What follows belongs to an exercise in optimizing a design on an open flow for small area, a short achievable clock period and few clock cycles; a production flow would make more cautious choices.
Function was checked by simulation only, so behaviour that the tests miss may differ from the original.
Power and IR drop assume default switching activity.

## flow/design.v (module list and top-level ports; edited modules follow where they fit)
// module CHIP: 305 lines
// module bk_add: 37 lines
// module mul_cs: 1441 lines
module CHIP(clk,
            rst_n,
            mem_wen_D,
            mem_addr_D,
            mem_wdata_D,
            mem_rdata_D,
            mem_addr_I,
            mem_rdata_I
    );
  // ...
==> flow/flow/run.sh <==
#!/bin/bash
# The standard layout, except that the input and output ports are buffered
# with buf_4 cells rather than the weakest buffer the placer would pick.
# Each ORFS step keeps its own log under orfs/logs/; make's whole output is
# also kept in flow_make.log here.
set -euo pipefail
bash standard.sh finish "BUFFER_PORTS_ARGS=-buffer_cell sky130_fd_sc_hd__buf_4" > flow_make.log 2>&1
==> flow/standard.sh <==
#!/bin/bash
# synth_recipe.tcl (not shown) runs the flow's synth.tcl, then flattens the netlist and writes it again
# the make line also repeats each setting of config.mk as NAME=value (left out here)
make -C /OpenROAD-flow-scripts/flow DESIGN_CONFIG=/design/flow/config.mk WORK_HOME=/design/flow/orfs CLKGATE_MAP_FILE= SYNTH_SCRIPT=/design/flow/synth_recipe.tcl "${@:-finish}"
==> flow/config.mk <==
export PLATFORM = sky130hd
export DESIGN_NAME = CHIP
export DESIGN_NICKNAME = CHIP
export VERILOG_FILES = /design/flow/design.v
export SDC_FILE = /design/flow/constraint.sdc
export NUM_CORES = 8
export LEC_CHECK = 0
export CAP_MARGIN = 60
export CORE_MARGIN = 2
export CORE_UTILIZATION = 40
export CTS_CLUSTER_DIAMETER = 60
export CTS_CLUSTER_SIZE = 20
export SLEW_MARGIN = 60
==> flow/constraint.sdc <==
create_clock -name core_clock -period 16.5 [get_ports {clk}]
set_input_delay 3.3000 -clock core_clock [delete_from_list [all_inputs] [get_ports {clk}]]
set_output_delay 3.3000 -clock core_clock [all_outputs]
set_load 0.01 [all_outputs]
==> summary.md, run 1 <==
| Metric | Value |
|---|---|
| Combinational cell fraction of total power | `64.0%` |
| Placed Cells incl. Taps | `10900` |
| Worst Hold Endpoint | `ldM` |
| Period utilisation layout | `33.6%` |
| F_max | `approximately 180 MHz` |
| Gp weighted congestion | `between 1 and 1.5` |
| Worst reg2reg startpoint | `B[8]` |
| Fillers | `about 20000` |
| I/O pins | `around 160` |
| CP Cell Sequence | `buf_4 -> inv_1 -> buf_4 -> nand4_1 -> nor2_1 -> o21bai_1 -> o21ai_0 -> or2_2 -> o21ai_0 -> inv_1 -> ha_1 -> nor2b_1 -> o21a_1 -> o21a_1 -> o21ai_0 -> nand2b_1 -> a21oi_1 -> o21ai_0 -> buf_4 -> mux2i_1 -> o21ai_0` |
| Sum Neg Setup Slack | `0 ns` |
| Post-synthesis adder-cell area fraction | `between 10% and 20%` |
| Clock transition at path regs | `approximately 0.07 ns` |
| Internal | `~11 mW` |
| H-tree depth | `3` |
| Area Growth Syn to Fin | `13.4%` |
| Multiplexer share of the synthesized area | `around 2.6%` |
| DP Area | `approximately 94000 sq um` |
| R2R Setup Slk | `roughly 11 ns` |
| Multi-input gate count | `5432` |
| Status | `finished clean` |
| Met3 Usage GRT | `around 18%` |
| CP Launch Type | `register` |
| Post-DR vias/cell | `7.17` |
| Post-Route Utilization | `45.5%` |
| Met1 Resource Use GR | `between 40% and 50%` |
| CTS sink count | `around 1400` |
| Placeable Area | `217000 sq um` |
| Clock latency (worst-skew pair) | `0.91 ns` |
| Top-count cell post-synth | `edfxtp_1` |
| CP max FO | `18` |
| Crit path time final | `~5.5 ns` |
| Post-synth top flop | `edfxtp_1` |
| Number of global-route vias before repair | `75900` |
| DPL Wire Length | `299000 um` |
| Main combinational cell family by area after synthesis | `compound AO/OA/AOI/OAI gates` |
Testbench counts, summed over its fixed seeds: cycles 30,761.
==> module CHIP, before the edit <==
module CHIP(clk,
            rst_n,
            mem_wen_D,
            mem_addr_D,
            mem_wdata_D,
            mem_rdata_D,
            mem_addr_I,
            mem_rdata_I
    );
    input         clk, rst_n ;
    output        mem_wen_D  ;
    output [31:0] mem_addr_D ;
    output [31:0] mem_wdata_D;
    input  [31:0] mem_rdata_D;
    output [31:0] mem_addr_I ;
    input  [31:0] mem_rdata_I;
    reg  [31:0] pcF;
    reg  [31:0] irD;
    reg  [7:0]  pdD;            
    reg         vD;
    reg  [32:0] A;
    reg  [31:0] B, S;
    reg  [ 4:0] rdE;
    reg         wE, eAdd, eSub, eXor, eSlt, eSll, eSra, eLnk;
    reg         ldE, stE, brE, geE, jrE, mulE, divE;
    reg         fA, fB, fS;     
    reg         kE;             
    reg         dRun;           
    reg         dLast;          
    reg         dFast;          
    reg         dZero;          
    reg         dAl;            
    reg  [ 4:0] dCnt;
    reg  [31:0] R, AD, WD;      
    reg  [31:0] MC;             
    reg  [ 4:0] rdM;
    reg         wM, stM, ldM, mulM;
    assign mem_addr_I  = pcF;
    assign mem_addr_D  = AD;
    assign mem_wdata_D = WD;
    assign mem_wen_D   = stM;
    wire [6:0] op  = irD[6:0];
    wire [2:0] f3  = irD[14:12];
    wire [4:0] rs1 = irD[19:15];
    wire [4:0] rs2 = irD[24:20];
    wire [4:0] rd  = irD[11:7];
    function [7:0] predecode;
        input [6:0] o;
        begin
            predecode = {o[3],                               
                         o[6] & o[2] & ~o[3],                
                         o[6] & ~o[2],                       
                         ~o[6] & o[2],                       
                         ~o[6] & o[5] & o[4],                
                         ~o[6] & o[5] & ~o[4],               
                         ~o[6] & ~o[5] & o[4] & ~o[2],       
                         ~o[6] & ~o[5] & ~o[4] & ~o[2]};     
        end
    endfunction
    wire dJal   = pdD[7];
    wire dJalr  = pdD[6];
    wire dBr    = pdD[5];
    wire dAuipc = pdD[4];
    wire dR     = pdD[3];
    wire dSt    = pdD[2];
    wire dI     = pdD[1];
    wire dLd    = pdD[0];
    wire dMD    = dR & irD[25];
    wire dMul   = dMD & ~f3[2];
    wire dDiv   = dMD & f3[2];
    wire useRs1 = ~(dJal | dAuipc);
    wire useRs2 = dR | dSt | dBr;
    wire dImm   = dI | dLd | dSt | dJalr;
    wire dWr    = ~(dSt | dBr) & (rd != 5'd0);
    wire [31:0] immI = {{20{irD[31]}}, irD[31:20]};
    wire [31:0] immS = {{20{irD[31]}}, irD[31:25], irD[11:7]};
    wire [31:0] immB = {{20{irD[31]}}, irD[7], irD[30:25], irD[11:8], 1'b0};
    wire [31:0] immJ = {{12{irD[31]}}, irD[19:12], irD[20], irD[30:21], 1'b0};
    wire [31:0] immU = {irD[31:12], 12'b0};
    wire [31:0] immP = dBr ? immB : (dJal ? immJ : immU);
    wire [31:0] tK   = 32'hfffffffc;
    wire [31:0] tS   = pcF ^ immP ^ tK;
    wire [31:0] tC   = (pcF & immP) | (tK & (pcF | immP));
    wire [31:0] tgtD = tS + {tC[30:0], 1'b0};
    reg  [31:0] rf [1:31];
    reg  [31:1] rfv;            
    wire [31:0] mres;
    reg [31:0] q1, q2;
    integer j;
    always @(*) begin
        q1 = 32'd0;
        q2 = 32'd0;
        for (j = 1; j < 32; j = j + 1) begin
            q1 = q1 | ({32{(rs1 == j) & rfv[j]}} & rf[j]);
            q2 = q2 | ({32{(rs2 == j) & rfv[j]}} & rf[j]);
        end
        q1 = q1 | ({32{(rs1 == 5'd2) & ~rfv[2]}} & 32'h7fffeffc)
                | ({32{(rs1 == 5'd3) & ~rfv[3]}} & 32'h10008000);
        q2 = q2 | ({32{(rs2 == 5'd2) & ~rfv[2]}} & 32'h7fffeffc)
                | ({32{(rs2 == 5'd3) & ~rfv[3]}} & 32'h10008000);
    end
    wire m1 = wM & (rdM == rs1);
    wire m2 = wM & (rdM == rs2);
    wire mm1 = m1 & mulM & useRs1;
    wire mm2 = m2 & mulM & useRs2;
    wire wEk = wE & ~kE;
    wire eL1 = wEk & (rdE == rs1);
    wire eL2 = wEk & (rdE == rs2);
    wire s1  = eL1 & eLnk;
    wire s2  = eL2 & eLnk;
    wire [31:0] rs1v = s1 ? S : (m1 ? mres : q1);
    wire [31:0] rs2v = s2 ? S : (m2 ? mres : q2);
    wire e1 = eL1 & ~eLnk & useRs1;             
    wire e2 = eL2 & ~eLnk & useRs2;
    wire dHaz    = vD & (((e1 | e2) & (ldE | mulE)) | (e1 & ~dBr) | (e2 & ~(dBr | dSt)) | mm1 | mm2);
    wire eHold   = divE & ~kE & ~(dRun & dLast);
    wire stallD  = eHold | dHaz;
    wire redirE;
    wire [31:0] tgtE;
    wire redirD  = vD & dJal & ~stallD;
    wire issue   = vD & ~stallD;                
    always @(posedge clk or negedge rst_n) begin
        if (!rst_n) begin
            pcF <= 32'h00400000;
            vD  <= 1'b0;
        end else begin
            if (redirE) begin
                pcF <= tgtE;
                vD  <= 1'b0;
            end else if (!stallD) begin
                if (redirD) begin
                    pcF <= tgtD;
                    vD  <= 1'b0;
                end else begin
                    pcF <= pcF + 32'd4;
                    vD  <= 1'b1;
                end
            end
        end
    end
    always @(posedge clk) begin
        if (!stallD) begin
            irD <= mem_rdata_I;
            pdD <= predecode(mem_rdata_I[6:0]);
        end
    end
    wire [31:0] opA = A[31:0];
    wire [31:0] opB = B;
    wire [32:0] sum  = {1'b0, opA} + {1'b0, eSub ? ~opB : opB} + {32'd0, eSub};
    wire [31:0] xorv = opA ^ opB;
    wire        lt   = (opA[31] ^ opB[31]) ? opA[31] : sum[31];
    wire        eqAB = (A[31:0] == B);
    wire        eqRB = (R == B);
    wire        eqAR = (A[31:0] == R);
    wire        ltAB = $signed(A[31:0]) < $signed(B);
    wire        ltRB = $signed(R) < $signed(B);
    wire        ltAR = $signed(A[31:0]) < $signed(R);
    wire        bEq  = fA ? (fB | eqRB) : (fB ? eqAR : eqAB);
    wire        bLt  = fA ? (~fB & ltRB) : (fB ? ltAR : ltAB);
    wire [31:0] jt   = A[31:0] + B;
    function [31:0] rev;
        input [31:0] x;
        integer k;
        begin
            for (k = 0; k < 32; k = k + 1) rev[k] = x[31 - k];
        end
    endfunction
    wire [31:0] shIn  = eSra ? opA : rev(dAl ? B : opA);
    wire [4:0]  shAmt = dAl ? dCnt : opB[4:0];
    wire [63:0] shExt = {{32{eSra & opA[31]}}, shIn};
    wire [63:0] shOut = shExt >> shAmt;
    wire [31:0] sra   = shOut[31:0];
    wire [31:0] sll   = rev(shOut[31:0]);
    assign redirE = ~kE & (brE & (geE ? ~bLt : bEq) | jrE);
    assign tgtE   = jrE ? jt : S;
    function [5:0] clz;
        input [31:0] x;
        reg [15:0] u16;
        reg [7:0]  u8;
        reg [3:0]  u4;
        reg [1:0]  u2;
        reg z16, z8, z4, z2;
        begin
            z16 = ~|x[31:16]; u16 = z16 ? x[15:0]  : x[31:16];
            z8  = ~|u16[15:8]; u8 = z8  ? u16[7:0] : u16[15:8];
            z4  = ~|u8[7:4];   u4 = z4  ? u8[3:0]  : u8[7:4];
            z2  = ~|u4[3:2];   u2 = z2  ? u4[1:0]  : u4[3:2];
            clz = (x == 32'd0) ? 6'd32 : {1'b0, z16, z8, z4, z2, ~u2[1]};
        end
    endfunction
    wire [5:0]  za    = clz(A[31:0]);
    wire [5:0]  zb    = clz(B);
    wire [5:0]  dsh   = zb - za;
    wire        bZero = zb[5];
    wire        aLess = (za > zb);
    wire [32:0] dd;                          
    wire        ge;                          
    bk_add #(33, 6) u_dd(.a(A), .b(~{1'b0, B}), .ci(1'b1), .s(dd), .co(ge));
    wire [31:0] divRes = dFast ? {32{dZero}} : {S[30:0], ge};
    wire [31:0] eRes = ({32{eAdd}} & sum[31:0])
                     | ({32{eXor}} & xorv)
                     | ({32{eSlt}} & {31'd0, lt})
                     | ({32{eSll}} & sll)
                     | ({32{eSra}} & sra)
                     | ({32{eLnk}} & S)
                     | ({32{divE}} & divRes);
    wire [31:0] ms, mc, mx;
    mul_cs u_mul(.a(A[31:0]), .b(B), .s(ms), .c(mc), .x(mx));
    wire [31:0] nB = dImm ? (dSt ? immS : immI) : rs2v;
    wire [31:0] nS = (dBr | dAuipc) ? tgtD : ((dJal | dJalr) ? pcF : rs2v);
    always @(posedge clk or negedge rst_n) begin
        if (!rst_n) begin
            wE <= 1'b0; eAdd <= 1'b0; eSub <= 1'b0; eXor <= 1'b0; eSlt <= 1'b0;
            eSll <= 1'b0; eSra <= 1'b0; eLnk <= 1'b0; ldE <= 1'b0; stE <= 1'b0;
            brE <= 1'b0; geE <= 1'b0; jrE <= 1'b0; mulE <= 1'b0; divE <= 1'b0;
            fA <= 1'b0; fB <= 1'b0; fS <= 1'b0; kE <= 1'b0;
            dRun <= 1'b0; dLast <= 1'b0; dFast <= 1'b0; dZero <= 1'b0; dAl <= 1'b0;
        end else if (eHold) begin
            dRun <= 1'b1;
            if (!dRun) begin
                dFast <= bZero | aLess;
                dZero <= bZero;
                dLast <= bZero | aLess;
                dAl   <= ~(bZero | aLess);
            end else if (dAl) begin
                dAl   <= 1'b0;
                dLast <= (dCnt == 5'd0);
            end else begin
                dLast <= (dCnt == 5'd1);
            end
        end else begin
            dRun <= 1'b0;
            wE   <= issue & dWr;
            eAdd <= issue & ((dR & ~irD[25] & ~f3[2]) | (dI & f3 == 3'b000) | dLd | dSt);
            eSub <= issue & ((dR & irD[30]) | (dI & f3 == 3'b010));
            eXor <= issue & dR & ~irD[25] & f3[2];
            eSlt <= issue & dI & (f3 == 3'b010);
            eSll <= issue & dI & (f3 == 3'b001);
            eSra <= issue & dI & (f3 == 3'b101);
            eLnk <= issue & (dJal | dJalr | dAuipc);
            ldE  <= issue & dLd;
            stE  <= issue & dSt;
            brE  <= issue & dBr;
            geE  <= f3[0];
            jrE  <= issue & dJalr;
            mulE <= issue & dMul;
            divE <= issue & dDiv;
            kE   <= redirE;
            fA   <= e1;
            fB   <= e2;
            fS   <= e2 & dSt;
        end
    end
    always @(posedge clk) begin
        if (eHold) begin
            if (!dRun) begin
                dCnt <= dsh[4:0];
            end else if (dAl) begin
                B    <= sll;
                S    <= 32'd0;
            end else begin
                A    <= {(ge ? dd[31:0] : A[31:0]), 1'b0};
                S    <= {S[30:0], ge};
                dCnt <= dCnt - 5'd1;
            end
        end else begin
            rdE <= rd;
            A   <= {1'b0, rs1v};
            B   <= nB;
            S   <= nS;
        end
    end
    always @(posedge clk or negedge rst_n) begin
        if (!rst_n) begin
            wM <= 1'b0; stM <= 1'b0; ldM <= 1'b0; mulM <= 1'b0;
        end else begin
            wM   <= wEk & ~eHold;
            stM  <= stE & ~kE;
            ldM  <= ldE;
            mulM <= mulE;
        end
    end
    always @(posedge clk) begin
        rdM <= rdE;
        R   <= mulE ? ms : eRes;
        AD  <= mulE ? mc : eRes;
        MC  <= mx;
        WD  <= fS ? R : S;
    end
    assign mres = ldM ? mem_rdata_D : R;
    wire [31:0] pS   = R ^ AD ^ MC;
    wire [31:0] pC   = (R & AD) | (R & MC) | (AD & MC);
    wire [31:0] prod = pS + {pC[30:0], 1'b0};
    wire [31:0] wres = mulM ? prod : mres;
    always @(posedge clk or negedge rst_n) begin
        if (!rst_n) begin
            rfv <= 31'd0;
        end else if (wM) begin
            rfv[rdM] <= 1'b1;
        end
    end
    always @(posedge clk) begin
        if (wM) rf[rdM] <= wres;
    end
endmodule
==> run 2, diff against run 1 <==
--- a/flow/design.v
+++ b/flow/design.v
@@ -32,10 +32,10 @@
     reg         dAl;            
     reg  [ 4:0] dCnt;
-    reg  [31:0] R, AD, WD;      
+    reg  [31:0] R, WD;          
     reg  [31:0] MC;             
     reg  [ 4:0] rdM;
     reg         wM, stM, ldM, mulM;
     assign mem_addr_I  = pcF;
-    assign mem_addr_D  = AD;
+    assign mem_addr_D  = R;
     assign mem_wdata_D = WD;
     assign mem_wen_D   = stM;
@@ -147,5 +147,5 @@
     wire [31:0] opA = A[31:0];
     wire [31:0] opB = B;
-    wire [32:0] sum  = {1'b0, opA} + {1'b0, eSub ? ~opB : opB} + {32'd0, eSub};
+    wire [33:0] sum  = {1'b0, A} + {1'b0, eSub ? ~{1'b0, opB} : {1'b0, opB}} + {33'd0, eSub};
     wire [31:0] xorv = opA ^ opB;
     wire        lt   = (opA[31] ^ opB[31]) ? opA[31] : sum[31];
@@ -158,5 +158,5 @@
     wire        bEq  = fA ? (fB | eqRB) : (fB ? eqAR : eqAB);
     wire        bLt  = fA ? (~fB & ltRB) : (fB ? ltAR : ltAB);
-    wire [31:0] jt   = A[31:0] + B;
+    wire [31:0] jt   = sum[31:0];
     function [31:0] rev;
         input [31:0] x;
@@ -194,7 +194,6 @@
     wire        bZero = zb[5];
     wire        aLess = (za > zb);
-    wire [32:0] dd;                          
-    wire        ge;                          
-    bk_add #(33, 6) u_dd(.a(A), .b(~{1'b0, B}), .ci(1'b1), .s(dd), .co(ge));
+    wire [32:0] dd    = sum[32:0];           
+    wire        ge    = sum[33];             
     wire [31:0] divRes = dFast ? {32{dZero}} : {S[30:0], ge};
     wire [31:0] eRes = ({32{eAdd}} & sum[31:0])
@@ -233,5 +232,5 @@
             wE   <= issue & dWr;
             eAdd <= issue & ((dR & ~irD[25] & ~f3[2]) | (dI & f3 == 3'b000) | dLd | dSt);
-            eSub <= issue & ((dR & irD[30]) | (dI & f3 == 3'b010));
+            eSub <= issue & ((dR & irD[30]) | (dI & f3 == 3'b010) | dDiv);
             eXor <= issue & dR & ~irD[25] & f3[2];
             eSlt <= issue & dI & (f3 == 3'b010);
@@ -284,11 +283,10 @@
         rdM <= rdE;
         R   <= mulE ? ms : eRes;
-        AD  <= mulE ? mc : eRes;
+        WD  <= mulE ? mc : (fS ? R : S);
         MC  <= mx;
-        WD  <= fS ? R : S;
     end
     assign mres = ldM ? mem_rdata_D : R;
-    wire [31:0] pS   = R ^ AD ^ MC;
-    wire [31:0] pC   = (R & AD) | (R & MC) | (AD & MC);
+    wire [31:0] pS   = R ^ WD ^ MC;
+    wire [31:0] pC   = (R & WD) | (R & MC) | (WD & MC);
     wire [31:0] prod = pS + {pC[30:0], 1'b0};
     wire [31:0] wres = mulM ? prod : mres;
@@ -304,41 +302,4 @@
     end
 endmodule
-module bk_add #(parameter N = 32, parameter L = 5) (input [N-1:0] a, input [N-1:0] b, input ci, output [N-1:0] s, output co);
-    wire [N-1:0] p = a ^ b;
-    wire [N-1:0] g = a & b;
-    wire [N-1:0] g0 = {g[N-1:1], g[0] | (p[0] & ci)};
-    wire [N-1:0] G [0:2*L];
-    wire [N-1:0] P [0:2*L];
-    assign G[0] = g0;
-    assign P[0] = p;
-    genvar l, i;
-    generate
-        for (l = 0; l < L; l = l + 1) begin : up
-            for (i = 0; i < N; i = i + 1) begin : b
-                if (((i + 1) % (2 << l)) == 0) begin
-                    assign G[l+1][i] = G[l][i] | (P[l][i] & G[l][i - (1 << l)]);
-                    assign P[l+1][i] = P[l][i] & P[l][i - (1 << l)];
-                end else begin
-                    assign G[l+1][i] = G[l][i];
-                    assign P[l+1][i] = P[l][i];
-                end
-            end
-        end
-        for (l = L - 2; l >= 0; l = l - 1) begin : dn
-            for (i = 0; i < N; i = i + 1) begin : b
-                if (((i + 1) % (2 << l)) == (1 << l) && i >= (2 << l)) begin
-                    assign G[2*L-1-l][i] = G[2*L-2-l][i] | (P[2*L-2-l][i] & G[2*L-2-l][i - (1 << l)]);
-                    assign P[2*L-1-l][i] = P[2*L-2-l][i] & P[2*L-2-l][i - (1 << l)];
-                end else begin
-                    assign G[2*L-1-l][i] = G[2*L-2-l][i];
-                    assign P[2*L-1-l][i] = P[2*L-2-l][i];
-                end
-            end
-        end
-    endgenerate
-    wire [N-1:0] Gf = G[2*L-1];
-    assign s = p ^ {Gf[N-2:0], ci};
-    assign co = Gf[N-1];
-endmodule
 module mul_cs(input [31:0] a, input [31:0] b, output [31:0] s, output [31:0] c, output [31:0] x);
   wire p0_0 = a[0] & b[0];
==> run 2 against run 1 <==
  * Clock power hardly changed
  * Largest cell class unchanged
  * Maximum frequency grew 6.7%
  * Area after synthesis down 2.0%
  * Global-route usage is 0.48 points lower
  * Clock skew decreased by 0.015 ns
  * Die area fell by 2.0%
  * Non-clock buffer count decreased by 46
  * Core utilization up 0.15 points
==> summary.md, run 2 <==
| Metric | Value |
|---|---|
| Status | `finished clean (unchanged)` |
| Drc violations | `0 (unchanged)` |
| Final hold slack | `0.421 ns (was 0.407 ns)` |
| Metal2 WL | `186000 um (about the same)` |
| Syn_area_per_cell | `10.9 sq um (was 10.8 sq um)` |
| CP Launch Type | `register (unchanged)` |
| Reg with most FFs | `rf (unchanged)` |
| First DRT Iteration DRCs | `14500 (was 16500)` |
| Rows | `169 (was 171)` |
| Final setup violation count | `0 (unchanged)` |
| Post-CTS Setup Bufs | `0 (unchanged)` |
| Starting density of the core | `40.2% (was 40.1%)` |
| Fin nets | `8604 (was 8947)` |
| Top sig layer | `met5 (unchanged)` |
| Cts repair resizes | `0 (unchanged)` |
| Die H | `466 um (was 470 um)` |
| Crit path time final | `5.20 ns (was 5.54 ns)` |
| Root Driver | `clkbuf_16 (unchanged)` |
| Post-synth ARST share | `6.95% (was 6.79%)` |
| P per Cell Area | `249 nW/um^2 (was 244 nW/um^2)` |
| Top-count cell post-synth | `edfxtp_1 (unchanged)` |
| Initial antenna violation count | `36 (was 37)` |
| Setup Skew | `0.122 ns (was 0.137 ns)` |
| Worst-Margin Slew | `0.697 ns (was 0.726 ns)` |
| Gp weighted congestion | `1.02 (was 1.04)` |
| Met1 wire length | `145000 um (was 148000 um)` |
| Period utilisation layout | `31.5% (was 33.6%)` |
| Share of the synthesized area in the top cell type | `39.9% (was 39.1%)` |
| Leading cell type in the layout, fill and taps excluded | `edfxtp_1 (unchanged)` |
| Pleak | `37.3 nW (was 37.8 nW)` |
| Drt wl/cell | `41.1 um (was 41.4 um)` |
| Max reg flops | `992 (unchanged)` |
| Power Total | `24.1 mW (about the same)` |
| Final Max Tran Viols | `0 (unchanged)` |
| VDD IR-drop max | `0.000161 V (was 0.000163 V)` |
| HP Class | `register to register (unchanged)` |
| Clock latency (worst-skew pair) | `0.91 ns (about the same)` |
| Synth top cells by count | `edfxtp_1 (1131), inv_1 (655), a22oi_1 (555), nand2_1 (471), clkbuf_1 (434) (was edfxtp_1 (1131), inv_1 (681), nor2_1 (547), clkbuf_1 (470), nand2_1 (470))` |
| Total track usage | `39.9% (was 40.4%)` |
| DPL Wire Length | `288000 um (was 299000 um)` |
| Top flop regs | `rf (992), A (33) (unchanged)` |
| Most frequent cells in the layout | `edfxtp_1 (1131), inv_1 (651), a22oi_1 (555) (was edfxtp_1 (1131), inv_1 (673), nor2_1 (513))` |
| Crit path DAT | `5.98 ns (was 6.20 ns)` |
| F_max | `192 MHz (was 180 MHz)` |
| Number of port buffers | `160 (unchanged)` |
| Kind of critical path | `register to register (unchanged)` |
| First-pass GRT wire length | `601000 um (was 622000 um)` |
| Crit path capture type | `register (unchanged)` |
| I/O pins | `163 (unchanged)` |
| Unrepaired setup endpoints after global routing | `false (unchanged)` |
| Slew headroom | `53.5% (was 51.6%)` |
| Clk buf depth | `3 (unchanged)` |
| Worst EP required | `17.28 ns (was 17.15 ns)` |
| CTS tree | `done (unchanged)` |
| Area Growth Syn to Fin | `13.5% (was 13.4%)` |
| Post-synth top flop | `edfxtp_1 (unchanged)` |
| Mapped cell area | `85200 sq um (was 87000 sq um)` |
| Met3 routed WL | `64900 um (was 72900 um)` |
| Flops & latches, synth | `1323 (was 1355)` |
| Distinct cells, synth | `96 (was 103)` |
| Via total after detailed routing | `76600 (was 79800)` |
| Post-synth EDFFs | `1131 (unchanged)` |
| Number of max-cap violations | `0 (unchanged)` |
| Fillers | `19600 (was 19800)` |
| Largest net degree at the start of global routing | `66 (was 65)` |
| Post-DRT Antenna Nets | `0 (unchanged)` |
| Total Wirelength | `443000 um (was 461000 um)` |
| CTS sink count | `1323 (was 1355)` |
| Synth top area cells | `edfxtp_1 (40%), fa_1 (9.7%), a22oi_1 (4.9%) (was edfxtp_1 (39%), fa_1 (9.9%), ha_1 (4.4%))` |
| Yosys warns | `1 (was 2)` |
| Synth area leader | `edfxtp_1 (unchanged)` |
| Fin. Hold Viols | `0 (unchanged)` |
| CTS buffer count | `117 (was 119)` |
| Number of global-route vias before repair | `73900 (was 75900)` |
| Synth Net Count | `8582 (was 8879)` |
| Register area share after synthesis | `44.9% (was 44.7%)` |
| Grt ovf | `0 (unchanged)` |
| Die Wd | `466 um (was 470 um)` |
| Die footprint | `217000 sq um (was 221000 sq um)` |
| Mapped Cells | `7815 (was 8081)` |
| CP max FO | `14 (was 18)` |
| H-tree depth | `3 (unchanged)` |
| DR pass1 iterations | `10 (was 14)` |
| Clock transition at path regs | `0.07 ns (about the same)` |
| Post-DR vias/cell | `7.11 (was 7.17)` |
| Share of layout cells above drive strength 1 | `13.5% (was 14.1%)` |
| Placeable Area | `212000 sq um (was 217000 sq um)` |
| Count of hold-fix buffers inserted at cts | `0 (unchanged)` |
| Sum Neg Setup Slack | `0 ns (unchanged)` |
## run 2: cell count changes after synthesis, sizes merged, moves of 120 or more
cell and delta:
a22oi +383, and2 +164, a21oi -120, nor2 -225, a221oi -178, a22o -178
## run 2: critical path: stages (launching register included)
cell and delay [ns]:
edfxtp_1 0.32, buf_4 0.46, clkinv_1 0.49, nor2_1 0.26, fa_1 0.46, fa_1 0.50
inv_1 0.11, fa_1 0.44, fa_1 0.50, fa_1 0.56, inv_1 0.06, fa_1 0.58
inv_1 0.12, a32oi_1 0.21
## run 2: cells by family after synthesis
| family | count (synthesis) | synth area share, % |
|---|---|---|
| AOI/OAI and AO/OA | 2166 | 18.5 |
| and+or+nand+nor | 1893 | 11.5 |
| DFF | 1323 | 44.9 |
| buffers and inverters | 1252 | 5.70 |
| adders and majority gates | 701 | 13.9 |
| muxes | 284 | 3.49 |
| xor gates and xnor gates | 196 | 2.01 |
## run 2: where the power goes
| part | total (mW) | switching [mW] | internal, mW |
|---|---|---|---|
| Clock | 3.05 | 1.57 | 1.48 |
| Combinational | 15.4 | 10.4 | 4.99 |
| Sequential | 5.63 | 0.815 | 4.82 |
| Total | 24.1 | 12.8 | 11.3 |
## run 2: cell type report
type                            instances  area [sq um]  area share, %
Antenna cell                           26          65.1         0.0673
Clock buffer                          124          2960           3.06
Clock inverter                         81          1220           1.27
Inverter                              660          2490           2.57
Multi-Input combinational cell       5240         43700           45.1
Sequential cell                      1323         38300           39.6
Tap cell                             2821          3530           3.65
Timing Repair Buffer                  495          4490           4.64
## run 2: final timing paths
| check | from | end | slack [ns] | cells past startpoint |
|---|---|---|---|---|
| worst max-delay path | A[0] | R[30] | 11.30 | 13 |
| min in group asynchronous | rst_n | mulE | 2.35 | 1 |
| worst max register to register | A[0] | R[30] | 11.30 | 13 |
| worst min register to register | ldE | ldM | 0.42 | 0 |
| worst min-delay path | ldE | ldM | 0.42 | 0 |
| max in group asynchronous | rst_n | rfv[1] | 13.24 | 2 |
## run 2: through the flow
stage               util, %  area [sq um]  instances  worst slack [ns]
CTS                    45.4         96200      10700             11.37
detailed placement     43.4         92000      10500             11.06
global route           45.6         96700      10700             11.29
finish                 45.6         96700      10800             11.30
global placement       42.5         90100      10500             10.71
floorplan                 -         85200       7815             11.28
## run 2: layer usage
metal,up-vias,GRT usage [%]
met4,35,33.5
li1,29300,-
met5,-,0.307
met2,7305,58.1
met1,37600,45.6
met3,2412,16.2
Testbench counts of run 2, summed over its fixed seeds: cycles 30,761.
==> run 3, diff against run 2 <==
==> flow/run.sh (new file) <==
#!/bin/bash
# synth_recipe.tcl (not shown) runs the flow's synth.tcl, then flattens the netlist and writes it again
# the make line also repeats each setting of config.mk as NAME=value (left out here)
make -C /OpenROAD-flow-scripts/flow DESIGN_CONFIG=/design/flow/config.mk WORK_HOME=/design/flow/orfs CLKGATE_MAP_FILE= SYNTH_SCRIPT=/design/flow/synth_recipe.tcl finish
removed: flow/flow/run.sh
removed: flow/standard.sh
==> run 3 against run 2 <==
  * Still clean on timing, DRC and antenna
  * Clock-buffer cell count down 6
  * Sequential share of layout area down 0.060 points
  * First-iteration DRC count is essentially flat
  * Clock power shrank 3%
  * Final area increased by 0.16%
  * Power is 0.64% higher
  * Via count down 0.97%
  * Critical path depth decreased by 12
==> summary.md, run 3 <==
| Metric | Value |
|---|---|
| Crit-path max cell delay | `0.86 ns (was 0.58 ns)` |
| Initial antenna violation count | `32 (was 36)` |
| Synth top area cells | `edfxtp_1 (40%), fa_1 (9.7%), a22oi_1 (4.9%) (unchanged)` |
| Leading cell type in the layout, fill and taps excluded | `edfxtp_1 (unchanged)` |
| Worst-Margin Slew | `0.689 ns (was 0.697 ns)` |
| DPL Wire Length | `282000 um (was 288000 um)` |
| Die Wd | `466 um (unchanged)` |
| Yosys warns | `1 (unchanged)` |
| Worst path slowest cell | `clkdlybuf4s50_1 (was fa_1)` |
| Flops & latches, synth | `1323 (unchanged)` |
| Count of hold-fix buffers inserted at cts | `0 (unchanged)` |
| Total track usage | `39.5% (was 39.9%)` |
| Sum Neg Setup Slack | `0 ns (unchanged)` |
| Post-Route Utilization | `45.7% (was 45.6%)` |
| Die H | `466 um (unchanged)` |
| Syn_area_per_cell | `10.9 sq um (unchanged)` |
| Post-CTS Setup Bufs | `0 (unchanged)` |
| Synth top cells by count | `edfxtp_1 (1131), inv_1 (655), a22oi_1 (555), nand2_1 (471), clkbuf_1 (434) (unchanged)` |
| CTS buffer count | `111 (was 117)` |
| Number of global-route vias before repair | `73200 (was 73900)` |
| Reg with most FFs | `rf (unchanged)` |
| CTS tree | `done (unchanged)` |
| DR pass1 iterations | `11 (was 10)` |
| HP Class | `register to register (unchanged)` |
| Starting density of the core | `40.2% (unchanged)` |
| Area Growth Syn to Fin | `13.7% (was 13.5%)` |
| Delay-heaviest family, CP | `buffers and inverters (was adder cells)` |
| Register Area | `38300 sq um (about the same)` |
| Clock latency (worst-skew pair) | `0.87 ns (was 0.91 ns)` |
| CTS sink count | `1323 (unchanged)` |
| Status | `finished clean (unchanged)` |
| Crit path time final | `5.61 ns (was 5.20 ns)` |
| First DRT Iteration DRCs | `14500 (about the same)` |
| Fin. Hold Viols | `0 (unchanged)` |
| Grt ovf | `0 (unchanged)` |
| Final cell count without fillers | `10800 (about the same)` |
| Gp weighted congestion | `1.03 (was 1.02)` |
| Rows | `169 (unchanged)` |
| CP Cell Sequence | `clkdlybuf4s50_1 (was buf_4 -> clkinv_1 -> nor2_1 -> fa_1 -> fa_1 -> inv_1 -> fa_1 -> fa_1 -> fa_1 -> inv_1 -> fa_1 -> inv_1 -> a32oi_1)` |
| Final Max Tran Viols | `0 (unchanged)` |
| R2r worst-path depth | `21 (was 13)` |
| F_max | `178 MHz (was 192 MHz)` |
| Max reg flops | `992 (unchanged)` |
| Setup Skew | `0.0832 ns (was 0.122 ns)` |
| Mapped cell area | `85200 sq um (unchanged)` |
| Kind of critical path | `register to output pin (was register to register)` |
| I/O pins | `163 (unchanged)` |
| Via total after detailed routing | `75900 (was 76600)` |
| Root Driver | `clkbuf_16 (unchanged)` |
| Clk buf depth | `3 (unchanged)` |
| Distinct cells, synth | `96 (unchanged)` |
| Unrepaired setup endpoints after global routing | `false (unchanged)` |
| Top-count cell post-synth | `edfxtp_1 (unchanged)` |
| Synth area leader | `edfxtp_1 (unchanged)` |
| Placed Cells incl. Taps | `10500 (about the same)` |
| Final Cell Area | `96900 sq um (was 96700 sq um)` |
| Pleak | `37.0 nW (was 37.3 nW)` |
| Post-synth ARST share | `6.95% (unchanged)` |
| Largest net degree at the start of global routing | `87 (was 66)` |
| Crit path capture type | `output pin (was register)` |
| Post-synth EDFFs | `1131 (unchanged)` |
| Clock transition at path regs | `0.08 ns (was 0.07 ns)` |
| Worst Hold Depth | `0 (unchanged)` |
| Fin nets | `8598 (was 8604)` |
| Multi-input logic area | `43600 sq um (was 43700 sq um)` |
| VDD IR-drop max | `0.000203 V (was 0.000161 V)` |
| First-pass GRT wire length | `596000 um (was 601000 um)` |
| Number of max-cap violations | `0 (unchanged)` |
| CP Launch Type | `register (unchanged)` |
| DP Area | `92400 sq um (was 92000 sq um)` |
| Post-DRT Antenna Nets | `0 (unchanged)` |
| Post-synth top flop | `edfxtp_1 (unchanged)` |
| Share of the synthesized area in the top cell type | `39.9% (unchanged)` |
| P per Cell Area | `250 nW/um^2 (was 249 nW/um^2)` |
| Period utilisation layout | `34.0% (was 31.5%)` |
| Total Wirelength | `440000 um (was 443000 um)` |
| Mapped Cells | `7815 (unchanged)` |
| Worst EP required | `13.20 ns (was 17.28 ns)` |
| Number of port buffers | `160 (unchanged)` |
| Die footprint | `217000 sq um (unchanged)` |
| Most frequent cells in the layout | `edfxtp_1 (1131), inv_1 (652), a22oi_1 (555) (was edfxtp_1 (1131), inv_1 (651), a22oi_1 (555))` |
| CP bufs+invs | `1 (was 5)` |
| Final setup violation count | `0 (unchanged)` |
| Top flop regs | `rf (992), A (33) (unchanged)` |
| Post-DR vias/cell | `7.05 (was 7.11)` |
| H-tree depth | `3 (unchanged)` |
| Drc violations | `0 (unchanged)` |
| Cts repair resizes | `0 (unchanged)` |
| Placeable Area | `212000 sq um (unchanged)` |
| Critical Path Stages | `1 (was 13)` |
| Fillers | `19500 (was 19600)` |
| Synth Net Count | `8582 (unchanged)` |
| Register area share after synthesis | `44.9% (unchanged)` |
| Crit path DAT | `2.31 ns (was 5.98 ns)` |
| Drt wl/cell | `40.9 um (was 41.1 um)` |
| CP max FO | `5 (was 14)` |
| Slew headroom | `53.1% (was 53.5%)` |
| Share of layout cells above drive strength 1 | `11.2% (was 13.5%)` |
## run 3: final timing paths
check / start / endpoint / slack, ns
min reg2reg: ldE / ldM / 0.41
max in group asynchronous: rst_n / rfv[20] / 13.23
min: ldE / ldM / 0.41
min in group asynchronous: rst_n / pcF[25] / 2.40
max reg2reg: A[18] / dLast / 11.26
max: R[1] / mem_addr_D[1] / 10.89
## run 3: kinds of logic after synthesis
group,synth area share [%]
AOI/OAI and AO/OA,18.5
xor gates and xnor gates,2.01
adders and majority gates,13.9
buffers and inverters,5.70
DFF,44.9
muxes,3.49
and+or+nand+nor,11.5
## run 3: layout make-up
| type | count | area share, % |
|---|---|---|
| diodes | 20 | 0.0517 |
| well taps | 2821 | 3.64 |
| inverters | 660 | 2.56 |
| clock buffers | 118 | 2.92 |
| multi-input cells | 5240 | 45.0 |
| flip-flops and latches | 1323 | 39.5 |
| clock inverters | 80 | 1.18 |
| repair buffers | 495 | 5.08 |
## run 3: routing by layer
layer / routed length (um) / vias to the layer above / global-route usage [%]
met2: 184000 / 7078 / 57.6
li1: - / 29200 / -
met3: 64000 / 2345 / 15.4
met1: 144000 / 37200 / 45.2
met4: 47400 / 38 / 34.0
met5: 563 / - / 0.988
## run 3: where the power goes
| group | internal (mW) | switching, mW | leakage (nW) |
|---|---|---|---|
| Sequential | 4.82 | 0.804 | 12.5 |
| Clock | 1.47 | 1.49 | 1.90 |
| Combinational | 5.10 | 10.5 | 22.6 |
## run 3: worst register-to-register path: stages, from the launching register on
cell      delay (ns)
edfxtp_1        0.36
buf_4           0.31
or4_1           0.52
nor4_4          0.36
buf_2           0.29
a211o_1         0.29
o21ai_1         0.13
or3_1           0.43
o21a_1          0.25
a31oi_1         0.17
nor2_1          0.07
a211o_1         0.27
ha_1            0.20
nor2b_1         0.10
o21a_1          0.12
o21a_1          0.11
o21ai_0         0.07
nand2b_1        0.08
a21oi_1         0.07
o21ai_1         0.46
mux2i_1         0.25
o21ai_0         0.22
## run 3: through the flow
stage / hold slack (ns) / worst slack, ns / power (mW)
after floorplan: 0.352 / 11.28 / 13.5
after global placement: 0.384 / 10.45 / 19.8
after detailed placement: 0.398 / 10.71 / 20.4
after CTS: 0.418 / 10.95 / 23.4
after global routing: 0.438 / 10.95 / 25.1
final: 0.413 / 10.89 / 24.2
==> run 4, diff against run 3 <==
--- a/flow/design.v
+++ b/flow/design.v
@@ -28,7 +28,6 @@
     reg         dRun;           
     reg         dLast;          
-    reg         dFast;          
-    reg         dZero;          
     reg         dAl;            
+    reg  [ 5:0] zaR, zbR;       
     reg  [ 4:0] dCnt;
     reg  [31:0] R, WD;          
@@ -114,5 +113,6 @@
     wire e2 = eL2 & ~eLnk & useRs2;
     wire dHaz    = vD & (((e1 | e2) & (ldE | mulE)) | (e1 & ~dBr) | (e2 & ~(dBr | dSt)) | mm1 | mm2);
-    wire eHold   = divE & ~kE & ~(dRun & dLast);
+    wire dFast;
+    wire eHold   = divE & ~kE & ~(dRun & (dLast | (dAl & dFast)));
     wire stallD  = eHold | dHaz;
     wire redirE;
@@ -167,5 +167,6 @@
     endfunction
     wire [31:0] shIn  = eSra ? opA : rev(dAl ? B : opA);
-    wire [4:0]  shAmt = dAl ? dCnt : opB[4:0];
+    wire [5:0]  dsh   = zbR - zaR;
+    wire [4:0]  shAmt = dAl ? dsh[4:0] : opB[4:0];
     wire [63:0] shExt = {{32{eSra & opA[31]}}, shIn};
     wire [63:0] shOut = shExt >> shAmt;
@@ -189,12 +190,8 @@
         end
     endfunction
-    wire [5:0]  za    = clz(A[31:0]);
-    wire [5:0]  zb    = clz(B);
-    wire [5:0]  dsh   = zb - za;
-    wire        bZero = zb[5];
-    wire        aLess = (za > zb);
+    assign      dFast = zbR[5] | (zaR > zbR);
     wire [32:0] dd    = sum[32:0];           
     wire        ge    = sum[33];             
-    wire [31:0] divRes = dFast ? {32{dZero}} : {S[30:0], ge};
+    wire [31:0] divRes = dAl ? {32{zbR[5]}} : {S[30:0], ge};
     wire [31:0] eRes = ({32{eAdd}} & sum[31:0])
                      | ({32{eXor}} & xorv)
@@ -214,15 +211,13 @@
             brE <= 1'b0; geE <= 1'b0; jrE <= 1'b0; mulE <= 1'b0; divE <= 1'b0;
             fA <= 1'b0; fB <= 1'b0; fS <= 1'b0; kE <= 1'b0;
-            dRun <= 1'b0; dLast <= 1'b0; dFast <= 1'b0; dZero <= 1'b0; dAl <= 1'b0;
+            dRun <= 1'b0; dLast <= 1'b0; dAl <= 1'b0;
         end else if (eHold) begin
             dRun <= 1'b1;
             if (!dRun) begin
-                dFast <= bZero | aLess;
-                dZero <= bZero;
-                dLast <= bZero | aLess;
-                dAl   <= ~(bZero | aLess);
+                dAl   <= 1'b1;
+                dLast <= 1'b0;
             end else if (dAl) begin
                 dAl   <= 1'b0;
-                dLast <= (dCnt == 5'd0);
+                dLast <= (dsh == 6'd0);
             end else begin
                 dLast <= (dCnt == 5'd1);
@@ -230,4 +225,5 @@
         end else begin
             dRun <= 1'b0;
+            dAl  <= 1'b0;
             wE   <= issue & dWr;
             eAdd <= issue & ((dR & ~irD[25] & ~f3[2]) | (dI & f3 == 3'b000) | dLd | dSt);
@@ -254,8 +250,10 @@
         if (eHold) begin
             if (!dRun) begin
-                dCnt <= dsh[4:0];
+                zaR  <= clz(A[31:0]);
+                zbR  <= clz(B);
             end else if (dAl) begin
                 B    <= sll;
                 S    <= 32'd0;
+                dCnt <= dsh[4:0];
             end else begin
                 A    <= {(ge ? dd[31:0] : A[31:0]), 1'b0};
==> flow/flow/run.sh (new file) <==
#!/bin/bash
# The standard layout, except that the input and output ports are buffered
# with buf_4 cells rather than the weakest buffer the placer would pick.
# Each ORFS step keeps its own log under orfs/logs/; make's whole output is
# also kept in flow_make.log here.
set -euo pipefail
bash standard.sh finish "BUFFER_PORTS_ARGS=-buffer_cell sky130_fd_sc_hd__buf_4" > flow_make.log 2>&1
==> flow/standard.sh (new file) <==
#!/bin/bash
# synth_recipe.tcl (not shown) runs the flow's synth.tcl, then flattens the netlist and writes it again
# the make line also repeats each setting of config.mk as NAME=value (left out here)
make -C /OpenROAD-flow-scripts/flow DESIGN_CONFIG=/design/flow/config.mk WORK_HOME=/design/flow/orfs CLKGATE_MAP_FILE= SYNTH_SCRIPT=/design/flow/synth_recipe.tcl "${@:-finish}"
--- a/flow/config.mk
+++ b/flow/config.mk
@@ -8,5 +8,5 @@
 export CAP_MARGIN = 60
 export CORE_MARGIN = 2
-export CORE_UTILIZATION = 40
+export CORE_UTILIZATION = 60
 export CTS_CLUSTER_DIAMETER = 60
 export CTS_CLUSTER_SIZE = 20
removed: flow/run.sh
==> run 4 against run 3 <==
  * First-iteration DRC count rose by 21%
  * Final area fell by 2.4%
  * Worst hold slack improved by 0.042 ns
  * Area after synthesis fell by 0.71%
  * Die area fell by 34%
  * Largest power group unchanged
==> summary.md, run 4 <==
| Metric | Value |
|---|---|
| Crit path capture type | `register (was output pin)` |
| Worst path slowest cell | `fa_1 (was clkdlybuf4s50_1)` |
| Synth top cells by count | `edfxtp_1 (1143), inv_1 (620), nand2_1 (499), a221oi_1 (425), clkbuf_1 (416) (was edfxtp_1 (1131), inv_1 (655), a22oi_1 (555), nand2_1 (471), clkbuf_1 (434))` |
| I/O pins | `163 (unchanged)` |
| CP max FO | `11 (was 5)` |
| Share of the synthesized area in the top cell type | `40.6% (was 39.9%)` |
| CP Cell Sequence | `buf_4 -> clkinv_2 -> nor2_1 -> fa_1 -> inv_1 -> fa_1 -> fa_1 -> fa_1 -> fa_1 -> inv_1 -> fa_1 -> nand2_1 -> o21ai_0 (was clkdlybuf4s50_1)` |
| Register area share after synthesis | `45.6% (was 44.9%)` |
| Number of max-cap violations | `0 (unchanged)` |
| Crit-path max cell delay | `0.55 ns (was 0.86 ns)` |
| P per Cell Area | `262 nW/um^2 (was 250 nW/um^2)` |
| Count of hold-fix buffers inserted at cts | `0 (unchanged)` |
| Number of port buffers | `160 (unchanged)` |
| Die H | `380 um (was 466 um)` |
| Clock latency (worst-skew pair) | `0.84 ns (was 0.87 ns)` |
| Post-DR vias/cell | `8.08 (was 7.05)` |
| Distinct cells, synth | `98 (was 96)` |
| Most frequent cells in the layout | `edfxtp_1 (1143), inv_1 (619), nand2_1 (494) (was edfxtp_1 (1131), inv_1 (652), a22oi_1 (555))` |
| Pleak | `36.2 nW (was 37.0 nW)` |
| Post-synth EDFFs | `1143 (was 1131)` |
| Worst-Margin Slew | `0.744 ns (was 0.689 ns)` |
| Sum Neg Setup Slack | `0 ns (unchanged)` |
| Setup Skew | `0.104 ns (was 0.0832 ns)` |
| First-pass GRT wire length | `572000 um (was 596000 um)` |
| Clk buf depth | `3 (unchanged)` |
| Rows | `137 (was 169)` |
| Final hold slack | `0.455 ns (was 0.413 ns)` |
| H-tree depth | `3 (unchanged)` |
| Largest net degree at the start of global routing | `82 (was 87)` |
| Gp weighted congestion | `1.08 (was 1.03)` |
| CTS tree | `done (unchanged)` |
| Post-CTS Setup Bufs | `0 (unchanged)` |
| Flops & latches, synth | `1333 (was 1323)` |
| Crit path time final | `5.15 ns (was 5.61 ns)` |
| Syn_area_per_cell | `11.1 sq um (was 10.9 sq um)` |
| Die footprint | `144000 sq um (was 217000 sq um)` |
| Synth top area cells | `edfxtp_1 (41%), fa_1 (9.7%), a221oi_1 (4.4%) (was edfxtp_1 (40%), fa_1 (9.7%), a22oi_1 (4.9%))` |
| Via total after detailed routing | `77800 (was 75900)` |
| Die Wd | `380 um (was 466 um)` |
| Yosys warns | `1 (unchanged)` |
| Total Wirelength | `418000 um (was 440000 um)` |
| Synth area leader | `edfxtp_1 (unchanged)` |
| Max reg flops | `992 (unchanged)` |
| Post-synth ARST share | `6.75% (was 6.95%)` |
| Slew headroom | `50.4% (was 53.1%)` |
| CTS buffer count | `110 (was 111)` |
| Worst EP required | `17.16 ns (was 13.20 ns)` |
| Leading cell type in the layout, fill and taps excluded | `edfxtp_1 (unchanged)` |
| Area Growth Syn to Fin | `11.8% (was 13.7%)` |
| DR pass1 iterations | `15 (was 11)` |
| Grt ovf | `0 (unchanged)` |
| CP Launch Type | `register (unchanged)` |
| Cts repair resizes | `0 (unchanged)` |
| Final setup violation count | `0 (unchanged)` |
| Post-DRT Antenna Nets | `0 (unchanged)` |
| First DRT Iteration DRCs | `17600 (was 14500)` |
| Most used cell, CP | `fa_1` |
| Starting density of the core | `60.6% (was 40.2%)` |
| Status | `finished clean (unchanged)` |
| Kind of critical path | `register to register (was register to output pin)` |
| Reg with most FFs | `rf (unchanged)` |
| Drc violations | `0 (unchanged)` |
| VDD IR-drop max | `0.000230 V (was 0.000203 V)` |
| Initial antenna violation count | `37 (was 32)` |
| Top flop regs | `rf (992), A (33) (unchanged)` |
| CTS sink count | `1333 (was 1323)` |
| Drt wl/cell | `43.4 um (was 40.9 um)` |
| Share of layout cells above drive strength 1 | `13.8% (was 11.2%)` |
| Placeable Area | `140000 sq um (was 212000 sq um)` |
| Root Driver | `clkbuf_16 (unchanged)` |
| Synth Net Count | `8393 (was 8582)` |
| Final Max Tran Viols | `0 (unchanged)` |
| HP Class | `register to register (unchanged)` |
| Total track usage | `56.9% (was 39.5%)` |
| Clock transition at path regs | `0.08 ns (about the same)` |
| DPL Wire Length | `266000 um (was 282000 um)` |
| Number of global-route vias before repair | `74100 (was 73200)` |
| Crit path DAT | `5.81 ns (was 2.31 ns)` |
| F_max | `194 MHz (was 178 MHz)` |
| Fin nets | `8416 (was 8598)` |
| Fin. Hold Viols | `0 (unchanged)` |
| Unrepaired setup endpoints after global routing | `false (unchanged)` |
| Period utilisation layout | `31.2% (was 34.0%)` |
| Top-count cell post-synth | `edfxtp_1 (unchanged)` |
| Mapped Cells | `7631 (was 7815)` |
| Post-synth top flop | `edfxtp_1 (unchanged)` |
| Mapped cell area | `84600 sq um (was 85200 sq um)` |
-- run 4: cell types whose count changed after synthesis, moves of 48 or more --
cell,before,now
mux2i_1,234,178
nand3_1,172,84
a22o_1,174,394
a21o_1,128,71
a221oi_1,194,425
nand4_1,110,158
a22oi_1,555,149
-- run 4: worst max-delay path: cells and delay by family (launching register included) --
family                   cells  cell delay [ns]
adder cells (fa/ha/maj)      6             3.05
AO/OA/AOI/OAI                1             0.09
flip-flops                   1             0.52
buffers and inverters        4             0.95
AND/OR/NAND/NOR              2             0.43
-- run 4: kinds of logic (layout without fill, tap and decap cells) --
family,count (synthesis),in the layout,share of synthesized area [%]
multiplexers,234,234,2.94
AO/OA/AOI/OAI,2179,2179,19.2
adder cells (fa/ha/maj),696,696,13.9
other,0,20,0
XOR/XNOR,207,207,2.14
buffers and inverters,1208,1314,5.68
AND/OR/NAND/NOR,1774,1774,10.5
flip-flops,1333,1333,45.6
-- run 4: worst paths after layout --
check / start / end / cells after the start / slack (ns)
min: rdE[4] / rdM[4] / 0 / 0.45
max: A[1] / WD[27] / 13 / 11.35
max in group asynchronous: rst_n / mulM / 3 / 13.16
max reg2reg: A[1] / WD[27] / 13 / 11.35
min in group asynchronous: rst_n / rfv[28] / 1 / 2.31
min reg2reg: rdE[4] / rdM[4] / 0 / 0.45
-- run 4: final cells by class --
type,instances,area (sq um)
fill,10600,45100
multi-input combinational,5090,43100
sequential,1333,38600
timing repair buffer,495,4390
clock buffer,123,2840
inverter,624,2350
tap,1876,2350
clock inverter,72,867
antenna,20,50.0
-- run 4: power breakdown --
part	internal [mW]	switching, mW	total, mW
registers	4.93	0.822	5.75
clock network	1.40	1.42	2.82
logic	5.24	11.0	16.3
total	11.6	13.3	24.8
-- run 4: metrics by stage --
stage | util [%] | worst slack, ns | cell area [sq um] | total power, mW | cells
6_report | 67.7 | 11.35 | 94600 | 24.8 | 9633
5_1_grt | 67.7 | 11.25 | 94500 | 25.6 | 9615
4_1_cts | 67.2 | 11.50 | 93900 | 23.6 | 9588
3_5_place_dp | 64.5 | 11.13 | 90200 | 20.8 | 9393
3_3_place_gp | 63.0 | 10.52 | 88000 | 19.9 | 9321
2_1_floorplan | - | 11.40 | 84600 | 13.9 | 7631
-- run 4: per-layer routing --
metal / vias up / GRT usage, % / wire length [um]
li1: 28700 / - / -
met2: 8907 / 76.9 / 162000
met3: 3195 / 29.8 / 76900
met4: 44 / 51.0 / 51700
met1: 37000 / 64.6 / 126000
met5: - / 4.03 / 1220
Testbench counts of run 4, summed over its fixed seeds: cycles 30,761.
==> run 5, diff against run 4 <==
--- a/flow/config.mk
+++ b/flow/config.mk
@@ -8,5 +8,5 @@
 export CAP_MARGIN = 60
 export CORE_MARGIN = 2
-export CORE_UTILIZATION = 60
+export CORE_UTILIZATION = 80
 export CTS_CLUSTER_DIAMETER = 60
 export CTS_CLUSTER_SIZE = 20
==> run 5 against run 4 <==
  * The run now fails in global routing
  * Synthesized cell count is the same
  * Area after synthesis is the same
==> summary.md, run 5 <==
| Metric | Value |
|---|---|
| Status | `did not finish (was finished clean)` |
| Failed at | `global routing` |
| Error msg | `[ERROR GRT-0116] Global routing finished with congestion. Check the congestion regions in the DRC Viewer.` |
| Number of port buffers | `160 (unchanged)` |
| Gp weighted congestion | `1.14 (was 1.08)` |
| Root Driver | `clkbuf_16 (unchanged)` |
| CTS sink count | `1333 (unchanged)` |
| Post-synth ARST share | `6.75% (unchanged)` |
| Mapped Cells | `7631 (unchanged)` |
| Distinct cells, synth | `98 (unchanged)` |
| CTS buffer count | `99 (was 110)` |
| Flops & latches, synth | `1333 (unchanged)` |
| Synth top cells by count | `edfxtp_1 (1143), inv_1 (620), nand2_1 (499), a221oi_1 (425), clkbuf_1 (416) (unchanged)` |
| Synth top area cells | `edfxtp_1 (41%), fa_1 (9.7%), a221oi_1 (4.4%) (unchanged)` |
| Starting density of the core | `80.5% (was 60.6%)` |
| Grt ovf | `around 530` |
| Yosys warns | `1 (unchanged)` |
| H-tree depth | `3 (unchanged)` |
| Post-synth top flop | `edfxtp_1 (unchanged)` |
| Die H | `329 um (was 380 um)` |
| Total track usage | `roughly 87%` |
| DPL Wire Length | `256000 um (was 266000 um)` |
| Mapped cell area | `84600 sq um (unchanged)` |
| Register area share after synthesis | `45.6% (unchanged)` |
| First-pass GRT wire length | `just under 700000 um` |
| Post-CTS Setup Bufs | `0 (unchanged)` |
| Clk buf depth | `3 (unchanged)` |
| Rows | `119 (was 137)` |
| Synth Net Count | `8393 (unchanged)` |
| Largest net degree at the start of global routing | `84` |
| Synth area leader | `edfxtp_1 (unchanged)` |
| Number of global-route vias before repair | `roughly 90000` |
| Cts repair resizes | `0 (unchanged)` |
| I/O pins | `163 (unchanged)` |
| Share of the synthesized area in the top cell type | `40.6% (unchanged)` |
| Dpl ws | `11.06 ns (was 11.13 ns)` |
| Top-count cell post-synth | `edfxtp_1 (unchanged)` |
| Placed Cells incl. Taps | `8886 (was 9393)` |
| Count of hold-fix buffers inserted at cts | `0 (unchanged)` |
| Post-synth EDFFs | `1143 (unchanged)` |
| Syn_area_per_cell | `11.1 sq um (unchanged)` |
| Die Wd | `329 um (was 380 um)` |
==> run 5: cell counts after synthesis <==
Identical to the previous run, type by type.
==> run 5: worst max-delay path by stage <==
stage               depth (start not counted)             from          to
CTS                                        13             R[3]  rf[18][30]
global placement                            9  mem_rdata_D[20]       S[20]
floorplan                                   2  mem_rdata_D[12]  rf[10][12]
detailed placement                          9  mem_rdata_D[20]       S[20]
==> run 5: kinds of logic after synthesis <==
group	synth area share, %
AO/OA/AOI/OAI	19.2
AND/OR/NAND/NOR	10.5
multiplexers	2.94
XOR/XNOR	2.14
buffers and inverters	5.68
adder cells (fa/ha/maj)	13.9
flip-flops	45.6
==> run 5: power groups by stage <==
stage / sequential (mW) / clock, mW / combinational, mW
4_1_cts: 5.73 / 2.49 / 15.0
3_5_place_dp: 5.78 / 0 / 14.6
3_3_place_gp: 5.90 / 0 / 13.3
2_1_floorplan: 5.42 / 0 / 8.47
==> run 5: layer usage <==
metal | GRT overflow | global-route usage [%]
met5 | 18 | 63.0
met4 | 190 | 84.8
met3 | 73 | 80.4
met2 | 195 | 95.9
met1 | 56 | 87.4
==> run 5: metrics by stage <==
stage / power (mW) / cell area [sq um] / hold WS (ns)
3_5_place_dp: 20.4 / 89100 / 0.396
3_3_place_gp: 19.2 / 87200 / 0.384
2_1_floorplan: 13.9 / 84600 / 0.375
4_1_cts: 23.2 / 92300 / 0.429
==> run 6, diff against run 5 <==
--- a/flow/config.mk
+++ b/flow/config.mk
@@ -8,5 +8,5 @@
 export CAP_MARGIN = 60
 export CORE_MARGIN = 2
-export CORE_UTILIZATION = 80
+export CORE_UTILIZATION = 40
 export CTS_CLUSTER_DIAMETER = 60
 export CTS_CLUSTER_SIZE = 20
==> run 6 against run 5 <==
  * Now clean on timing, DRC and antenna
  * Synthesized cell count unchanged
  * Area after synthesis stayed put
==> summary.md, run 6 <==
| Metric | Value |
|---|---|
| Status | `finished clean (was did not finish)` |
| Final Max Tran Viols | `0` |
| Fin nets | `between 8000 and 9000` |
| VDD IR-drop max | `about 0.00021 V` |
| Register share of total power | `a little under a quarter` |
| Delay-heaviest family, CP | `flip-flops` |
| Total track usage | `approximately two fifths` |
| Max reg flops | `roughly 990` |
| Placed Cells incl. Taps | `10400 (was 8886)` |
| Clk buf depth | `3 (unchanged)` |
| Worst path slowest cell | `dfxtp_1` |
| Die H | `464 um (was 329 um)` |
| Clock Power Share | `11.7%` |
| Internal | `~12 mW` |
| Synth Net Count | `8393 (unchanged)` |
| CP bufs+invs | `1` |
| Drt wl/cell | `40.4 um` |
| CTS buffer count | `116 (was 99)` |
| Crit path DAT | `approximately 1.9 ns` |
| Post-DRT Antenna Nets | `0` |
| H-tree depth | `3 (unchanged)` |
| Worst-Margin Slew | `0.709 ns` |
| CP Cell Sequence | `buf_4` |
| First-pass GRT wire length | `around 580000 um` |
| Final setup violation count | `0` |
| I/O pins | `163 (unchanged)` |
| DPL Wire Length | `276000 um (was 256000 um)` |
| Number of global-route vias before repair | `just over 70000` |
| Via total after detailed routing | `75300` |
| DR pass1 iterations | `11` |
| Top-count cell post-synth | `edfxtp_1 (unchanged)` |
| Mapped Cells | `7631 (unchanged)` |
| Syn_area_per_cell | `11.1 sq um (unchanged)` |
| Clock latency (worst-skew pair) | `around 0.88 ns` |
| Total Wirelength | `428000 um` |
| Setup Skew | `around 0.11 ns` |
| Worst EP required | `approximately 13 ns` |
| Sum Neg Setup Slack | `0 ns` |
| Post-DR vias/cell | `around 7` |
| Post-CTS Setup Bufs | `0 (unchanged)` |
| Placeable Area | `approximately 210000 sq um` |
| Die Wd | `464 um (was 329 um)` |
| Register area share after synthesis | `45.6% (unchanged)` |
| Unrepaired setup endpoints after global routing | `false` |
| Largest net degree at the start of global routing | `around 80` |
| Crit path time final | `5.16 ns` |
| Synth area leader | `edfxtp_1 (unchanged)` |
| Post-synth top flop | `edfxtp_1 (unchanged)` |
| Grt ovf | `0` |
| Number of max-cap violations | `0` |
| Synth top area cells | `edfxtp_1 (41%), fa_1 (9.7%), a221oi_1 (4.4%) (unchanged)` |
| Crit path capture type | `output pin` |
| Share of layout cells above drive strength 1 | `around 14%` |
| Count of hold-fix buffers inserted at cts | `0 (unchanged)` |
| Crit-path max cell delay | `approximately 0.74 ns` |
| Power Total | `around 25 mW` |
| Reg with most FFs | `rf` |
| Leading cell type in the layout, fill and taps excluded | `edfxtp_1` |
| Final hold slack | `0.415 ns` |
| Fillers | `~19000` |
| CTS sink count | `1333 (unchanged)` |
| Root Driver | `clkbuf_16 (unchanged)` |
| F_max | `between 150 and 200 MHz` |
| HP Class | `register to register` |
| Number of port buffers | `160 (unchanged)` |
| Distinct cells, synth | `98 (unchanged)` |
| Starting density of the core | `40.3% (was 80.5%)` |
| Share of the synthesized area in the top cell type | `40.6% (unchanged)` |
| Initial antenna violation count | `36` |
| Flops & latches, synth | `1333 (unchanged)` |
| Synth top cells by count | `edfxtp_1 (1143), inv_1 (620), nand2_1 (499), a221oi_1 (425), clkbuf_1 (416) (unchanged)` |
| Final cell count without fillers | `10600` |
| Slew headroom | `approximately 53%` |
| Cts repair resizes | `0 (unchanged)` |
| Sw Pwr | `around 13 mW` |
| DP Area | `91300 sq um (was 89100 sq um)` |
| Post-synth ARST share | `6.75% (unchanged)` |
| First DRT Iteration DRCs | `about 15000` |
| CTS tree | `done` |
| Die footprint | `215000 sq um` |
| Gp weighted congestion | `1.02 (was 1.14)` |
| P per Cell Area | `roughly 260 nW/um^2` |
| Yosys warns | `1 (unchanged)` |
| CP max FO | `5` |
| Drc violations | `0` |
| Post-synth EDFFs | `1143 (unchanged)` |
| Clock transition at path regs | `0.08 ns` |
| CP Launch Type | `register` |
| Rows | `168 (was 119)` |
| Mapped cell area | `84600 sq um (unchanged)` |
| Switch share | `53.2%` |
| Area Growth Syn to Fin | `13.1%` |
| Combinational cell fraction of total power | `~65%` |
| Kind of critical path | `register to output pin` |
| Pleak | `roughly 36 nW` |
| Top flop regs | `rf (992), A (33)` |
| Final Cell Area | `between 90000 and 100000 sq um` |
| Fin. Hold Viols | `0` |
| Period utilisation layout | `between 30 and 40%` |
| Most frequent cells in the layout | `edfxtp_1 (1143), inv_1 (618), nand2_1 (494)` |
[run 6: cell counts after synthesis]
Identical to the previous run, type by type.
[run 6: layout make-up]
type / count / area [sq um] / share of cell area (%)
multi-input combinational: 5090 / 42700 / 44.7
timing repair buffer: 521 / 4530 / 4.74
antenna: 25 / 62.6 / 0.0654
tap: 2805 / 3510 / 3.67
sequential: 1333 / 38600 / 40.4
clock inverter: 76 / 826 / 0.863
clock buffer: 132 / 3050 / 3.18
inverter: 624 / 2350 / 2.46
[run 6: cell families after synthesis]
kind of cell / count (synthesis) / share of synthesized area, %
simple gates: 1774 / 10.5
xor+xnor: 207 / 2.14
mux: 234 / 2.94
fa+ha+maj: 696 / 13.9
flops: 1333 / 45.6
buf+inv: 1208 / 5.68
compound gates: 2179 / 19.2
[run 6: power groups by stage]
stage               Combinational (mW)  Sequential (mW)  Clock [mW]
global route                      16.9             5.74        2.99
global placement                  14.5             5.86           0
finish                            16.1             5.74        2.89
CTS                               15.3             5.71        2.87
detailed placement                15.2             5.78           0
floorplan                         8.47             5.42           0
[run 6: worst paths after layout]
kind / from / end / slack (ns) / cells after the start
setup / recovery: R[3] / mem_addr_D[3] / 11.34 / 1
hold / removal: ldE / ldM / 0.42 / 0
setup reg to reg: R[3] / rf[23][30] / 11.42 / 13
hold reg to reg: ldE / ldM / 0.42 / 0
max in group asynchronous: rst_n / dAl / 13.16 / 2
min in group asynchronous: rst_n / rfv[17] / 2.39 / 1
[run 6: per-layer routing]
| layer | routed length [um] | part of all wire, % | vias up | track usage [%] |
|---|---|---|---|---|
| met5 | 360 | 0.084 | - | 1.20 |
| met2 | 176000 | 41 | 7365 | 55.8 |
| met3 | 64900 | 15 | 2480 | 16.2 |
| met4 | 47300 | 11 | 22 | 32.9 |
| li1 | - | - | 28800 | - |
| met1 | 140000 | 33 | 36700 | 44.1 |
[run 6: per-stage QoR]
step	utilization (%)	worst slack, ns
after floorplan	-	11.40
after global placement	42.6	10.77
after detailed placement	43.5	11.10
after CTS	45.3	11.40
after global routing	45.5	11.38
final	45.6	11.34

-- afterwards: timing with drivers on the ports --
In the flow no input, the clock included, has a driving cell. The finished layouts below were timed again as built, in two steps.
Step 1, drivers: a clkbuf_16 drives clk and a buf_2 each remaining input, both assumed.
Step 2, shift: input delay + t, output delay - t, t = (earliest + latest rising clock arrival at the registers) / 2. This alone moves slack from input paths to output paths.
Slacks: ideal / step 1 / step 2; pairs: ideal / step 1.
run	t, ns	slack for setup (ns)	hold WS [ns]	worst setup path at the end	latest minus earliest clock arrival (ns)
run 1	0.933	10.957 / 10.957 / 10.878	0.407 / 0.407 / 0.407	input to register	0.137 / 0.137
run 2	0.948	11.304 / 11.226 / 10.946	0.421 / 0.421 / 0.421	input to register	0.131 / 0.132
run 3	0.914	10.895 / 10.809 / 10.647	0.413 / 0.413 / 0.413	input to register	0.086 / 0.086
run 4	0.879	11.345 / 11.339 / 11.041	0.455 / 0.455 / 0.455	input to register	0.104 / 0.105
run 6	0.911	11.336 / 11.247 / 10.874	0.415 / 0.415 / 0.415	input to register	0.116 / 0.115
After both steps setup and hold are still met in every run listed. For run 6, which loses most, drivers alone change the setup slack by -0.089 ns; drivers and shift together by -0.462 ns.
